This design comes from an exercise in tuning for small area and a short achievable clock period on the open sky130 flow, not from production work.
No functional check of the RTL was part of this run.

==> flow/design.v <==
module cordic_advanced #(
    parameter DATA_WIDTH = 18,
    parameter ANGLE_WIDTH = 32,
    parameter ITERATIONS = 18,
    parameter PIPELINE_STAGES = 18
)(
    input  wire                         clk,
    input  wire                         rst_n,
    input  wire                         enable,
    input  wire signed [DATA_WIDTH-1:0] x_in,
    input  wire signed [DATA_WIDTH-1:0] y_in,
    input  wire signed [ANGLE_WIDTH-1:0] z_in,
    input  wire                         data_valid_in,
    output wire                         data_ready_out,
    output wire signed [DATA_WIDTH:0]   x_out,
    output wire signed [DATA_WIDTH:0]   y_out,
    output wire signed [ANGLE_WIDTH-1:0] z_out,
    output wire                         data_valid_out,
    input  wire                         data_ready_in,
    output wire                         overflow,
    output wire [15:0]                  iterations_count,
    output wire [31:0]                  throughput_counter
);
    assign data_ready_out = enable;
    wire accept = enable & data_valid_in;
    wire [18:0] xe = {x_in[17], x_in};
    wire [18:0] ye = {y_in[17], y_in};
    wire [18:0] nxe = -xe;
    wire [18:0] nye = -ye;
    wire q1 = z_in[31], q0 = z_in[30];
    wire [18:0] xa = (q1 == q0) ? xe : nxe;
    wire [18:0] xb = q1 ? ye : nye;
    wire [18:0] ya = q1 ? nxe : xe;
    wire [18:0] yb = (q1 == q0) ? ye : nye;
    wire [18:0] x1;
    add_sk_19 u_x1 (.a(xa), .b(xb), .ci(1'b0), .s(x1));
    wire [18:0] y1;
    add_sk_19 u_y1 (.a(ya), .b(yb), .ci(1'b0), .s(y1));
    wire [29:0] z1 = {~z_in[29], z_in[28:0]};
    wire v1 = data_valid_in;
    reg [18:0] xq1, yq1;
    reg [29:0] zq1;
    reg vq1;
    always @(posedge clk) if (enable) begin xq1 <= x1; yq1 <= y1; zq1 <= z1; end
    always @(posedge clk or negedge rst_n)
        if (!rst_n) vq1 <= 1'b0; else if (enable) vq1 <= v1;
    wire d1 = zq1[29];
    wire d2;
    wire [28:0] z3;
    zpair_1 u_zp1 (.z(zq1), .dn(d2), .zo(z3));
    wire [18:0] xb1 = {{1{yq1[18]}}, yq1[18:1]} ^ {19{~d1}};
    wire [18:0] yb1 = {{1{xq1[18]}}, xq1[18:1]} ^ {19{d1}};
    wire [18:0] x1h;
    add_sk_19 u_x1h (.a(xq1), .b(xb1), .ci(~d1), .s(x1h));
    wire [18:0] y1h;
    add_sk_19 u_y1h (.a(yq1), .b(yb1), .ci(d1), .s(y1h));
    wire [18:0] xb2 = {{2{y1h[18]}}, y1h[18:2]} ^ {19{~d2}};
    wire [18:0] yb2 = {{2{x1h[18]}}, x1h[18:2]} ^ {19{d2}};
    wire [18:0] x3;
    add_sk_19 u_x3 (.a(x1h), .b(xb2), .ci(~d2), .s(x3));
    wire [18:0] y3;
    add_sk_19 u_y3 (.a(y1h), .b(yb2), .ci(d2), .s(y3));
    wire v3 = vq1;
    reg [18:0] xq3, yq3;
    reg [28:0] zq3;
    reg vq3;
    always @(posedge clk) if (enable) begin xq3 <= x3; yq3 <= y3; zq3 <= z3; end
    always @(posedge clk or negedge rst_n)
        if (!rst_n) vq3 <= 1'b0; else if (enable) vq3 <= v3;
    wire d3 = zq3[28];
    wire d4;
    wire [26:0] z5;
    zpair_3 u_zp3 (.z(zq3), .dn(d4), .zo(z5));
    wire [18:0] xb3 = {{3{yq3[18]}}, yq3[18:3]} ^ {19{~d3}};
    wire [18:0] yb3 = {{3{xq3[18]}}, xq3[18:3]} ^ {19{d3}};
    wire [18:0] x3h;
    add_sk_19 u_x3h (.a(xq3), .b(xb3), .ci(~d3), .s(x3h));
    wire [18:0] y3h;
    add_sk_19 u_y3h (.a(yq3), .b(yb3), .ci(d3), .s(y3h));
    wire [18:0] xb4 = {{4{y3h[18]}}, y3h[18:4]} ^ {19{~d4}};
    wire [18:0] yb4 = {{4{x3h[18]}}, x3h[18:4]} ^ {19{d4}};
    wire [18:0] x5;
    add_sk_19 u_x5 (.a(x3h), .b(xb4), .ci(~d4), .s(x5));
    wire [18:0] y5;
    add_sk_19 u_y5 (.a(y3h), .b(yb4), .ci(d4), .s(y5));
    wire v5 = vq3;
    reg [18:0] xq5, yq5;
    reg [26:0] zq5;
    reg vq5;
    always @(posedge clk) if (enable) begin xq5 <= x5; yq5 <= y5; zq5 <= z5; end
    always @(posedge clk or negedge rst_n)
        if (!rst_n) vq5 <= 1'b0; else if (enable) vq5 <= v5;
    wire d5 = zq5[26];
    wire d6;
    wire [24:0] z7;
    zpair_5 u_zp5 (.z(zq5), .dn(d6), .zo(z7));
    wire [18:0] xb5 = {{5{yq5[18]}}, yq5[18:5]} ^ {19{~d5}};
    wire [18:0] yb5 = {{5{xq5[18]}}, xq5[18:5]} ^ {19{d5}};
    wire [18:0] x5h;
    add_sk_19 u_x5h (.a(xq5), .b(xb5), .ci(~d5), .s(x5h));
    wire [18:0] y5h;
    add_sk_19 u_y5h (.a(yq5), .b(yb5), .ci(d5), .s(y5h));
    wire [18:0] xb6 = {{6{y5h[18]}}, y5h[18:6]} ^ {19{~d6}};
    wire [18:0] yb6 = {{6{x5h[18]}}, x5h[18:6]} ^ {19{d6}};
    wire [18:0] x7;
    add_sk_19 u_x7 (.a(x5h), .b(xb6), .ci(~d6), .s(x7));
    wire [18:0] y7;
    add_sk_19 u_y7 (.a(y5h), .b(yb6), .ci(d6), .s(y7));
    wire v7 = vq5;
    reg [18:0] xq7, yq7;
    reg [24:0] zq7;
    reg vq7;
    always @(posedge clk) if (enable) begin xq7 <= x7; yq7 <= y7; zq7 <= z7; end
    always @(posedge clk or negedge rst_n)
        if (!rst_n) vq7 <= 1'b0; else if (enable) vq7 <= v7;
    wire d7 = zq7[24];
    wire d8;
    wire [22:0] z9;
    zpair_7 u_zp7 (.z(zq7), .dn(d8), .zo(z9));
    wire [18:0] xb7 = {{7{yq7[18]}}, yq7[18:7]} ^ {19{~d7}};
    wire [18:0] yb7 = {{7{xq7[18]}}, xq7[18:7]} ^ {19{d7}};
    wire [18:0] x7h;
    add_sk_19 u_x7h (.a(xq7), .b(xb7), .ci(~d7), .s(x7h));
    wire [18:0] y7h;
    add_sk_19 u_y7h (.a(yq7), .b(yb7), .ci(d7), .s(y7h));
    wire [18:0] xb8 = {{8{y7h[18]}}, y7h[18:8]} ^ {19{~d8}};
    wire [18:0] yb8 = {{8{x7h[18]}}, x7h[18:8]} ^ {19{d8}};
    wire [18:0] x9;
    add_sk_19 u_x9 (.a(x7h), .b(xb8), .ci(~d8), .s(x9));
    wire [18:0] y9;
    add_sk_19 u_y9 (.a(y7h), .b(yb8), .ci(d8), .s(y9));
    wire v9 = vq7;
    reg [18:0] xq9, yq9;
    reg [22:0] zq9;
    reg vq9;
    always @(posedge clk) if (enable) begin xq9 <= x9; yq9 <= y9; zq9 <= z9; end
    always @(posedge clk or negedge rst_n)
        if (!rst_n) vq9 <= 1'b0; else if (enable) vq9 <= v9;
    wire d9 = zq9[22];
    wire d10;
    wire [20:0] z11;
    zpair_9 u_zp9 (.z(zq9), .dn(d10), .zo(z11));
    wire [18:0] xb9 = {{9{yq9[18]}}, yq9[18:9]} ^ {19{~d9}};
    wire [18:0] yb9 = {{9{xq9[18]}}, xq9[18:9]} ^ {19{d9}};
    wire [18:0] x9h;
    add_sk_19 u_x9h (.a(xq9), .b(xb9), .ci(~d9), .s(x9h));
    wire [18:0] y9h;
    add_sk_19 u_y9h (.a(yq9), .b(yb9), .ci(d9), .s(y9h));
    wire [18:0] xb10 = {{10{y9h[18]}}, y9h[18:10]} ^ {19{~d10}};
    wire [18:0] yb10 = {{10{x9h[18]}}, x9h[18:10]} ^ {19{d10}};
    wire [18:0] x11;
    add_sk_19 u_x11 (.a(x9h), .b(xb10), .ci(~d10), .s(x11));
    wire [18:0] y11;
    add_sk_19 u_y11 (.a(y9h), .b(yb10), .ci(d10), .s(y11));
    wire v11 = vq9;
    reg [18:0] xq11, yq11;
    reg [20:0] zq11;
    reg vq11;
    always @(posedge clk) if (enable) begin xq11 <= x11; yq11 <= y11; zq11 <= z11; end
    always @(posedge clk or negedge rst_n)
        if (!rst_n) vq11 <= 1'b0; else if (enable) vq11 <= v11;
    wire d11 = zq11[20];
    wire d12;
    wire [18:0] z13;
    zpair_11 u_zp11 (.z(zq11), .dn(d12), .zo(z13));
    wire [18:0] xb11 = {{11{yq11[18]}}, yq11[18:11]} ^ {19{~d11}};
    wire [18:0] yb11 = {{11{xq11[18]}}, xq11[18:11]} ^ {19{d11}};
    wire [18:0] x11h;
    add_sk_19 u_x11h (.a(xq11), .b(xb11), .ci(~d11), .s(x11h));
    wire [18:0] y11h;
    add_sk_19 u_y11h (.a(yq11), .b(yb11), .ci(d11), .s(y11h));
    wire [18:0] xb12 = {{12{y11h[18]}}, y11h[18:12]} ^ {19{~d12}};
    wire [18:0] yb12 = {{12{x11h[18]}}, x11h[18:12]} ^ {19{d12}};
    wire [18:0] x13;
    add_sk_19 u_x13 (.a(x11h), .b(xb12), .ci(~d12), .s(x13));
    wire [18:0] y13;
    add_sk_19 u_y13 (.a(y11h), .b(yb12), .ci(d12), .s(y13));
    wire v13 = vq11;
    reg [18:0] xq13, yq13;
    reg [18:0] zq13;
    reg vq13;
    always @(posedge clk) if (enable) begin xq13 <= x13; yq13 <= y13; zq13 <= z13; end
    always @(posedge clk or negedge rst_n)
        if (!rst_n) vq13 <= 1'b0; else if (enable) vq13 <= v13;
    wire d13 = zq13[18];
    wire d14;
    wire [16:0] z15;
    zpair_13 u_zp13 (.z(zq13), .dn(d14), .zo(z15));
    wire [18:0] xb13 = {{13{yq13[18]}}, yq13[18:13]} ^ {19{~d13}};
    wire [18:0] yb13 = {{13{xq13[18]}}, xq13[18:13]} ^ {19{d13}};
    wire [18:0] x13h;
    add_sk_19 u_x13h (.a(xq13), .b(xb13), .ci(~d13), .s(x13h));
    wire [18:0] y13h;
    add_sk_19 u_y13h (.a(yq13), .b(yb13), .ci(d13), .s(y13h));
    wire [18:0] xb14 = {{14{y13h[18]}}, y13h[18:14]} ^ {19{~d14}};
    wire [18:0] yb14 = {{14{x13h[18]}}, x13h[18:14]} ^ {19{d14}};
    wire [18:0] x15;
    add_sk_19 u_x15 (.a(x13h), .b(xb14), .ci(~d14), .s(x15));
    wire [18:0] y15;
    add_sk_19 u_y15 (.a(y13h), .b(yb14), .ci(d14), .s(y15));
    wire v15 = vq13;
    reg [18:0] xq15, yq15;
    reg [16:0] zq15;
    reg vq15;
    always @(posedge clk) if (enable) begin xq15 <= x15; yq15 <= y15; zq15 <= z15; end
    always @(posedge clk or negedge rst_n)
        if (!rst_n) vq15 <= 1'b0; else if (enable) vq15 <= v15;
    wire d15 = zq15[16];
    wire d16;
    wire [14:0] z17;
    zpair_15 u_zp15 (.z(zq15), .dn(d16), .zo(z17));
    wire [18:0] xb15 = {{15{yq15[18]}}, yq15[18:15]} ^ {19{~d15}};
    wire [18:0] yb15 = {{15{xq15[18]}}, xq15[18:15]} ^ {19{d15}};
    wire [18:0] x15h;
    add_sk_19 u_x15h (.a(xq15), .b(xb15), .ci(~d15), .s(x15h));
    wire [18:0] y15h;
    add_sk_19 u_y15h (.a(yq15), .b(yb15), .ci(d15), .s(y15h));
    wire [18:0] xb16 = {{16{y15h[18]}}, y15h[18:16]} ^ {19{~d16}};
    wire [18:0] yb16 = {{16{x15h[18]}}, x15h[18:16]} ^ {19{d16}};
    wire [18:0] x17;
    add_sk_19 u_x17 (.a(x15h), .b(xb16), .ci(~d16), .s(x17));
    wire [18:0] y17;
    add_sk_19 u_y17 (.a(y15h), .b(yb16), .ci(d16), .s(y17));
    wire v17 = vq15;
    reg [18:0] xq17, yq17;
    reg [14:0] zq17;
    reg vq17;
    always @(posedge clk) if (enable) begin xq17 <= x17; yq17 <= y17; zq17 <= z17; end
    always @(posedge clk or negedge rst_n)
        if (!rst_n) vq17 <= 1'b0; else if (enable) vq17 <= v17;
    wire d17 = zq17[14];
    wire [18:0] xb17 = {{17{yq17[18]}}, yq17[18:17]} ^ {19{~d17}};
    wire [18:0] yb17 = {{17{xq17[18]}}, xq17[18:17]} ^ {19{d17}};
    wire [18:0] x18;
    add_sk_19 u_x18 (.a(xq17), .b(xb17), .ci(~d17), .s(x18));
    wire [18:0] y18;
    add_sk_19 u_y18 (.a(yq17), .b(yb17), .ci(d17), .s(y18));
    wire [13:0] z18 = zq17[13:0] + (d17 ? 14'h145f : 14'h2ba1);
    assign x_out = x18;
    assign y_out = y18;
    assign z_out = {{18{z18[13]}}, z18};
    assign data_valid_out = vq17;
    reg        overflow_flag;
    reg [15:0] iteration_counter;
    reg [31:0] throughput_cnt;
    assign overflow = overflow_flag;
    assign iterations_count = iteration_counter;
    assign throughput_counter = throughput_cnt;
    always @(posedge clk or negedge rst_n) begin
        if (!rst_n) begin
            overflow_flag <= 1'b0;
            iteration_counter <= 16'd0;
            throughput_cnt <= 32'd0;
        end else begin
            if (data_valid_out)
                overflow_flag <= (x_out == 19'h40000) || (y_out == 19'h40000);
            if (accept)
                iteration_counter <= iteration_counter + 16'd1;
            if (data_valid_out && data_ready_in)
                throughput_cnt <= throughput_cnt + 32'd1;
        end
    end
endmodule
module add_sk_19 (input [18:0] a, input [18:0] b, input ci, output [18:0] s);
    wire [18:0] p = a ^ b;
    wire [18:0] g = a & b;
    wire [18:0] c;
    wire G0_17 = g[17] | (p[17] & g[16]);
    wire P0_17 = p[17] & p[16];
    wire G0_15 = g[15] | (p[15] & g[14]);
    wire P0_15 = p[15] & p[14];
    wire G0_13 = g[13] | (p[13] & g[12]);
    wire P0_13 = p[13] & p[12];
    wire G0_11 = g[11] | (p[11] & g[10]);
    wire P0_11 = p[11] & p[10];
    wire G0_9 = g[9] | (p[9] & g[8]);
    wire P0_9 = p[9] & p[8];
    wire G0_7 = g[7] | (p[7] & g[6]);
    wire P0_7 = p[7] & p[6];
    wire G0_5 = g[5] | (p[5] & g[4]);
    wire P0_5 = p[5] & p[4];
    wire G0_3 = g[3] | (p[3] & g[2]);
    wire P0_3 = p[3] & p[2];
    wire G0_1 = g[1] | (p[1] & (g[0] | (p[0] & ci)));
    wire G1_15 = G0_15 | (P0_15 & G0_13);
    wire P1_15 = P0_15 & P0_13;
    wire G1_14 = g[14] | (p[14] & G0_13);
    wire P1_14 = p[14] & P0_13;
    wire G1_11 = G0_11 | (P0_11 & G0_9);
    wire P1_11 = P0_11 & P0_9;
    wire G1_10 = g[10] | (p[10] & G0_9);
    wire P1_10 = p[10] & P0_9;
    wire G1_7 = G0_7 | (P0_7 & G0_5);
    wire P1_7 = P0_7 & P0_5;
    wire G1_6 = g[6] | (p[6] & G0_5);
    wire P1_6 = p[6] & P0_5;
    wire G1_3 = G0_3 | (P0_3 & G0_1);
    wire P1_3 = P0_3 & p[1];
    wire G1_2 = g[2] | (p[2] & G0_1);
    wire P1_2 = p[2] & p[1];
    wire G2_15 = G1_15 | (P1_15 & G1_11);
    wire P2_15 = P1_15 & P1_11;
    wire G2_14 = G1_14 | (P1_14 & G1_11);
    wire P2_14 = P1_14 & P1_11;
    wire G2_13 = G0_13 | (P0_13 & G1_11);
    wire P2_13 = P0_13 & P1_11;
    wire G2_12 = g[12] | (p[12] & G1_11);
    wire P2_12 = p[12] & P1_11;
    wire G2_7 = G1_7 | (P1_7 & G1_3);
    wire P2_7 = P1_7 & P1_3;
    wire G2_6 = G1_6 | (P1_6 & G1_3);
    wire P2_6 = P1_6 & P1_3;
    wire G2_5 = G0_5 | (P0_5 & G1_3);
    wire P2_5 = P0_5 & P1_3;
    wire G2_4 = g[4] | (p[4] & G1_3);
    wire P2_4 = p[4] & P1_3;
    wire G3_15 = G2_15 | (P2_15 & G2_7);
    wire P3_15 = P2_15 & P2_7;
    wire G3_14 = G2_14 | (P2_14 & G2_7);
    wire P3_14 = P2_14 & P2_7;
    wire G3_13 = G2_13 | (P2_13 & G2_7);
    wire P3_13 = P2_13 & P2_7;
    wire G3_12 = G2_12 | (P2_12 & G2_7);
    wire P3_12 = P2_12 & P2_7;
    wire G3_11 = G1_11 | (P1_11 & G2_7);
    wire P3_11 = P1_11 & P2_7;
    wire G3_10 = G1_10 | (P1_10 & G2_7);
    wire P3_10 = P1_10 & P2_7;
    wire G3_9 = G0_9 | (P0_9 & G2_7);
    wire P3_9 = P0_9 & P2_7;
    wire G3_8 = g[8] | (p[8] & G2_7);
    wire P3_8 = p[8] & P2_7;
    wire G4_17 = G0_17 | (P0_17 & G3_15);
    wire P4_17 = P0_17 & P3_15;
    wire G4_16 = g[16] | (p[16] & G3_15);
    wire P4_16 = p[16] & P3_15;
    assign c[0] = ci;
    assign c[1] = (g[0] | (p[0] & ci));
    assign c[2] = G0_1;
    assign c[3] = G1_2;
    assign c[4] = G1_3;
    assign c[5] = G2_4;
    assign c[6] = G2_5;
    assign c[7] = G2_6;
    assign c[8] = G2_7;
    assign c[9] = G3_8;
    assign c[10] = G3_9;
    assign c[11] = G3_10;
    assign c[12] = G3_11;
    assign c[13] = G3_12;
    assign c[14] = G3_13;
    assign c[15] = G3_14;
    assign c[16] = G3_15;
    assign c[17] = G4_16;
    assign c[18] = G4_17;
    assign s = p ^ c;
endmodule
module zpair_1 (input [29:0] z, output dn, output [28:0] zo);
    wire d = z[29];
    wire [29:0] zp = z[29:0] + 30'h12e4051e;
    wire [29:0] zm = z[29:0] + 30'h2d1bfae2;
    assign dn = d ? zp[29] : zm[29];
    wire [28:0] k = d ? (dn ? 29'h1cdf3d79 : 29'h8e8ccc3) : (dn ? 29'h1717333d : 29'h320c287);
    assign zo = z[28:0] + k;
endmodule
module zpair_11 (input [20:0] z, output dn, output [18:0] zo);
    wire d = z[20];
    wire [19:0] zp = z[19:0] + 20'h517cc;
    wire [19:0] zm = z[19:0] + 20'hae834;
    assign dn = d ? zp[19] : zm[19];
    wire [18:0] k = d ? (dn ? 19'h7a3b2 : 19'h28be6) : (dn ? 19'h5741a : 19'h5c4e);
    assign zo = z[18:0] + k;
endmodule
module zpair_13 (input [18:0] z, output dn, output [16:0] zo);
    wire d = z[18];
    wire [17:0] zp = z[17:0] + 18'h145f3;
    wire [17:0] zm = z[17:0] + 18'h2ba0d;
    assign dn = d ? zp[17] : zm[17];
    wire [16:0] k = d ? (dn ? 17'h1e8ec : 17'ha2fa) : (dn ? 17'h15d06 : 17'h1714);
    assign zo = z[16:0] + k;
endmodule
module zpair_15 (input [16:0] z, output dn, output [14:0] zo);
    wire d = z[16];
    wire [15:0] zp = z[15:0] + 16'h517d;
    wire [15:0] zm = z[15:0] + 16'hae83;
    assign dn = d ? zp[15] : zm[15];
    wire [14:0] k = d ? (dn ? 15'h7a3b : 15'h28bf) : (dn ? 15'h5741 : 15'h5c5);
    assign zo = z[14:0] + k;
endmodule
module zpair_3 (input [28:0] z, output dn, output [26:0] zo);
    wire d = z[28];
    wire [27:0] zp = z[27:0] + 28'h51111d4;
    wire [27:0] zm = z[27:0] + 28'haeeee2c;
    assign dn = d ? zp[27] : zm[27];
    wire [26:0] k = d ? (dn ? 27'h79c1f17 : 27'h2860491) : (dn ? 27'h579fb6f : 27'h63e0e9);
    assign zo = z[26:0] + k;
endmodule
module zpair_5 (input [26:0] z, output dn, output [24:0] zo);
    wire d = z[26];
    wire [25:0] zp = z[25:0] + 26'h145d7e1;
    wire [25:0] zm = z[25:0] + 26'h2ba281f;
    assign dn = d ? zp[25] : zm[25];
    wire [24:0] k = d ? (dn ? 25'h1e8cdff : 25'ha2e1c3) : (dn ? 25'h15d1e3d : 25'h173201);
    assign zo = z[24:0] + k;
endmodule
module zpair_7 (input [24:0] z, output dn, output [22:0] zo);
    wire d = z[24];
    wire [23:0] zp = z[23:0] + 24'h517c55;
    wire [23:0] zm = z[23:0] + 24'hae83ab;
    assign dn = d ? zp[23] : zm[23];
    wire [22:0] k = d ? (dn ? 23'h7a3aa8 : 23'h28be02) : (dn ? 23'h5741fe : 23'h5c558);
    assign zo = z[22:0] + k;
endmodule
module zpair_9 (input [22:0] z, output dn, output [20:0] zo);
    wire d = z[22];
    wire [21:0] zp = z[21:0] + 22'h145f2e;
    wire [21:0] zm = z[21:0] + 22'h2ba0d2;
    assign dn = d ? zp[21] : zm[21];
    wire [20:0] k = d ? (dn ? 21'h1e8ec6 : 21'ha2f96) : (dn ? 21'h15d06a : 21'h1713a);
    assign zo = z[20:0] + k;
endmodule
==> flow/run.sh <==
#!/bin/bash
# synth_recipe.tcl (not shown) runs the flow's synth.tcl, then flattens the netlist and writes it again
# the make line also repeats each setting of config.mk as NAME=value (left out here)
make -C /OpenROAD-flow-scripts/flow DESIGN_CONFIG=/design/flow/config.mk WORK_HOME=/design/flow/orfs CLKGATE_MAP_FILE= SYNTH_SCRIPT=/design/flow/synth_recipe.tcl finish
==> flow/config.mk <==
export PLATFORM = sky130hd
export DESIGN_NAME = cordic_advanced
export DESIGN_NICKNAME = cordic_advanced
export VERILOG_FILES = /design/flow/design.v
export SDC_FILE = /design/flow/constraint.sdc
export NUM_CORES = 4
export LEC_CHECK = 0
export CAP_MARGIN = 20
export CORE_MARGIN = 2
export CORE_UTILIZATION = 40
export SLEW_MARGIN = 20
export SYNTH_HIERARCHICAL = 1
==> flow/constraint.sdc <==
create_clock -name core_clock -period 4.5 [get_ports {clk}]
set_input_delay 0.9000 -clock core_clock [delete_from_list [all_inputs] [get_ports {clk}]]
set_output_delay 0.9000 -clock core_clock [all_outputs]
set_load 0.01 [all_outputs]
==> reports/results.tsv <==
stage	metric	value	unit
outcome	status	finished with violations	
outcome	Failed Checks	negative setup slack	
clocking	hold_buf cts	0	
route	via count	60181	
sta	# setup viols final	325	
placement	placed inst area	87900	sq um
clocking	Clk pin slew, worst setup/hold paths	0.06	ns
final_layout	Layout Nets	10535	
grt	GR Overflow Total	0	
route	Pre-antenna DRT Iters	5	
clocking	CTS tree	done	
route	Initial DRC Count	2661	
logic_synthesis	Post-synth EDFFs	548	
die	Die H	411	um
route	DRT antenna net count	0	
final_layout	final cell count without fillers	11648	
final_layout	share of layout cells above drive strength 1	35.2	%
die	Rows	149	
sta	fin crit share	116	%
logic_synthesis	ys async rst share	9.57	%
critical_path	arrival time worst endpoint	5.64	ns
logic_synthesis	synth warn	7	
critical_path	Reg2Reg Setup Slack	-0.70	ns
critical_path	Worst R2R End	xq9[17]	
critical_path	Req. time, crit path	4.94	ns
sta	min Tclk post-route	5.20	ns
critical_path	Worst R2R Path Depth	23	
logic_synthesis	post-synth top area cell	edfxtp_1	
logic_synthesis	top cells by area, synth	edfxtp_1, ha_1, xnor2_1	
sta	actual slew at the worst max-slew pin	1.01	ns
die	Starting Density	40.2	%
sta	Fin. Hold Viols	0	
clocking	# clock sinks	606	
logic_synthesis	Avg Cell Area, Syn	9.61	sq um
logic_synthesis	Main synth FF type	edfxtp_1	
clocking	CTS Buf Count	78	
clocking	clock buffer depth	3	
sta	Setup Skew	0.0480	ns
route	wire length per cell	15.7	um
sta	Max Clk Rate	192	MHz
grt	first-pass GRT wire length	300	mm
die	Horiz. Die Dim	411	um
placement	Buffers on Ports	193	
flow_run	Max-cap violations	0	
grt	vias in the first global route	62288	
grt	total track usage	21.3	%
critical_path	worst setup path class	register to register	
placement	Place WS	-0.931	ns
route	DRC Markers	0	
placement	RD Place Congestion	0.886	
sta	RSZ-0062 raised after global routing	true	
die	I/O pins	194	
sta	setup_tns	-91.15	ns
logic_synthesis	Post-Synthesis Cells	6885	
critical_path	reg2reg start	zq7[24]	
sta	Setup WS post-layout	-0.699	ns
route	vias per cell	5.17	
placement	hpwl dp	146	mm
logic_synthesis	top-area cell type share of the netlist area	24.9	%
critical_path	CP endpoint kind	register	
placement	dpl cells	11259	
clocking	clk root buf	clkbuf_16	
logic_synthesis	Mapped Area	66200	sq um
final_layout	area grow syn2layout	45.3	%
logic_synthesis	post-synthesis sequential area ratio	27.1	%
clocking	Clock Latency Late Sink	0.71	ns
logic_synthesis	Yosys reg bits	606	
die	Core Area	165000	sq um
clocking	H-tree Lvls	3	
grt	initial antenna violation count	2	
logic_synthesis	Post-synth top cells	ha_1, inv_1, edfxtp_1	
sta	max-slew violations	0	
logic_synthesis	top-count cell post-synth	ha_1	
critical_path	CP startpoint kind	register	
min_path	min-delay worst type	primary input to async pin	
logic_synthesis	Unique masters post-synth	128	
sta	Relative slew margins	32.9	%
route	Routed WL	183	mm
grt	largest net degree at the start of global routing	156	
die	die footprint	169000	sq um
critical_path	crit-path max FO	5	
final_layout	Final Cell Area	96200	sq um
layout by cell type (no fill, tap or decap), types with 37 or more instances in the layout:
cell type        Yosys  layout
a21o_1             244     243
nor3_1             128      88
xor2_1             412     377
o21ai_0            233     186
nor2b_1             38      37
inv_2                5      38
edfxtp_1           548     548
dfrtp_1             58      58
a211oi_1            64      38
inv_1              633     588
clkdlybuf4s50_1      0     181
or3_1               96      84
nand3_1            163     139
ha_4                 0      93
nand2_1            234     232
fa_1               223     128
and3_1             102     102
mux2i_1             52      52
buf_12               0      37
o21a_1             101      96
a21oi_2              8      63
nand3b_1            41      41
ha_1               845     749
a211o_1             47      46
buf_4               24    2274
a31oi_1            149     134
o211ai_1            65      65
a21oi_1            453     390
fa_2                 0      95
xnor2_1            538     475
nor2_1             462     436
xnor2_2              3      50
buf_6                8      64
clkbuf_16            0      80
and2_1              88      71
a22o_1              40      40
critical path, stage by stage (launching register included):
cell	delay, ns
edfxtp_1	0.45
buf_6	0.17
xor2_1	0.15
inv_1	0.08
fa_2	0.20
inv_2	0.04
fa_2	0.37
a211oi_4	0.28
buf_4	0.16
buf_4	0.09
nor3_1	0.05
o21a_1	0.22
buf_4	0.15
a2111oi_2	0.41
a211oi_1	0.11
buf_4	0.18
xnor2_4	0.21
ha_1	0.30
a21oi_1	0.14
o21ai_0	0.18
o2bb2ai_2	0.19
a211o_1	0.32
fa_2	0.35
xor2_1	0.16
cell type report:
| class | instances | area [sq um] |
|---|---|---|
| timing repair buffer | 2576 | 20600 |
| sequential | 606 | 17900 |
| tap | 2189 | 2740 |
| antenna | 3 | 7.51 |
| clock inverter | 50 | 559 |
| multi-input combinational | 5492 | 49800 |
| inverter | 640 | 2470 |
| clock buffer | 92 | 2050 |
| fill | 13791 | 68400 |
worst max-delay path by stage:
stage | from | endpoint | slack [ns] | depth (start not counted)
finish | zq7[24] | xq9[17] | -0.70 | 23
global route | zq15[16] | yq17[17] | -0.95 | 22
global placement | zq13[18] | yq15[17] | -0.92 | 18
detailed placement | zq13[18] | yq15[17] | -0.93 | 18
floorplan | zq5[26] | xq7[17] | -1.37 | 25
CTS | zq15[16] | xq17[17] | -0.71 | 21
per-module statistics from Yosys, one instance, submodules excluded:
module           flops+latches  cells inside
add_sk_19                    0            99
zpair_3                      0           263
zpair_9                      0           226
zpair_7                      0           264
zpair_13                     0           127
cordic_advanced            606          1483
zpair_5                      0           289
zpair_15                     0           137
zpair_1                      0           291
zpair_11                     0           241
registers in the layout, indices dropped and copies added, names as in the netlist, 21 cells and up:
| register | flops |
|---|---|
| throughput_cnt | 32 |
| zq9 | 23 |
| zq5 | 27 |
| zq11 | 21 |
| zq7 | 25 |
| zq3 | 29 |
| zq1 | 30 |
stage by stage:
step	util [%]	hold slack (ns)
floorplan	-	0.475
global placement	53.4	0.403
detailed placement	53.4	0.408
CTS	57.2	0.201
global route	58.4	0.267
finish	58.4	0.235
what timing repair did:
item	CTS	global route
gates cloned	4	1
resized for setup	520	258
pin swaps	215	166
buffers inserted	165	88
setup endpoints to repair	343	401
per-layer routing:
layer	global-route usage [%]	vias up	part of all wire [%]
met5	0	-	0
met4	6.44	0	2.8
met3	2.01	277	3.4
met2	40.4	958	52
met1	25.0	28738	42
li1	-	30208	-
cell families (layout without fill, tap and decap cells):
kind of cell	Yosys count	count (layout)	share of synthesized area, %
buffers and inverters	788	3358	4.74
flip-flops	606	606	27.1
XOR/XNOR	959	959	12.8
multiplexers	66	66	1.03
AND/OR/NAND/NOR	1560	1560	12.2
AO/OA/AOI/OAI	1820	1820	19.2
other	1	5	0.00567
adder cells (fa/ha/maj)	1085	1085	23.0

[afterwards: timing with drivers on the ports]
In the flow no input, the clock included, has a driving cell. The finished layout below was timed again as built, in two steps.
Step 1, drivers: a clkbuf_16 drives clk and a buf_2 each remaining input, both assumed.
Step 2 times the ports against the registers' clock, not the clock port: input delays grow and output delays shrink by t, the midpoint of the rising clock arrivals with the driver on.
Three values: no drivers, after step 1, after step 2; two values: the first two.
shift t [ns]: 0.768
slack for setup (ns): -0.699 / -0.699 / -0.699
pins driven straight from the clock port: 1
For this run, drivers alone change the setup slack by 0.000 ns; drivers and shift together by 0.000 ns.
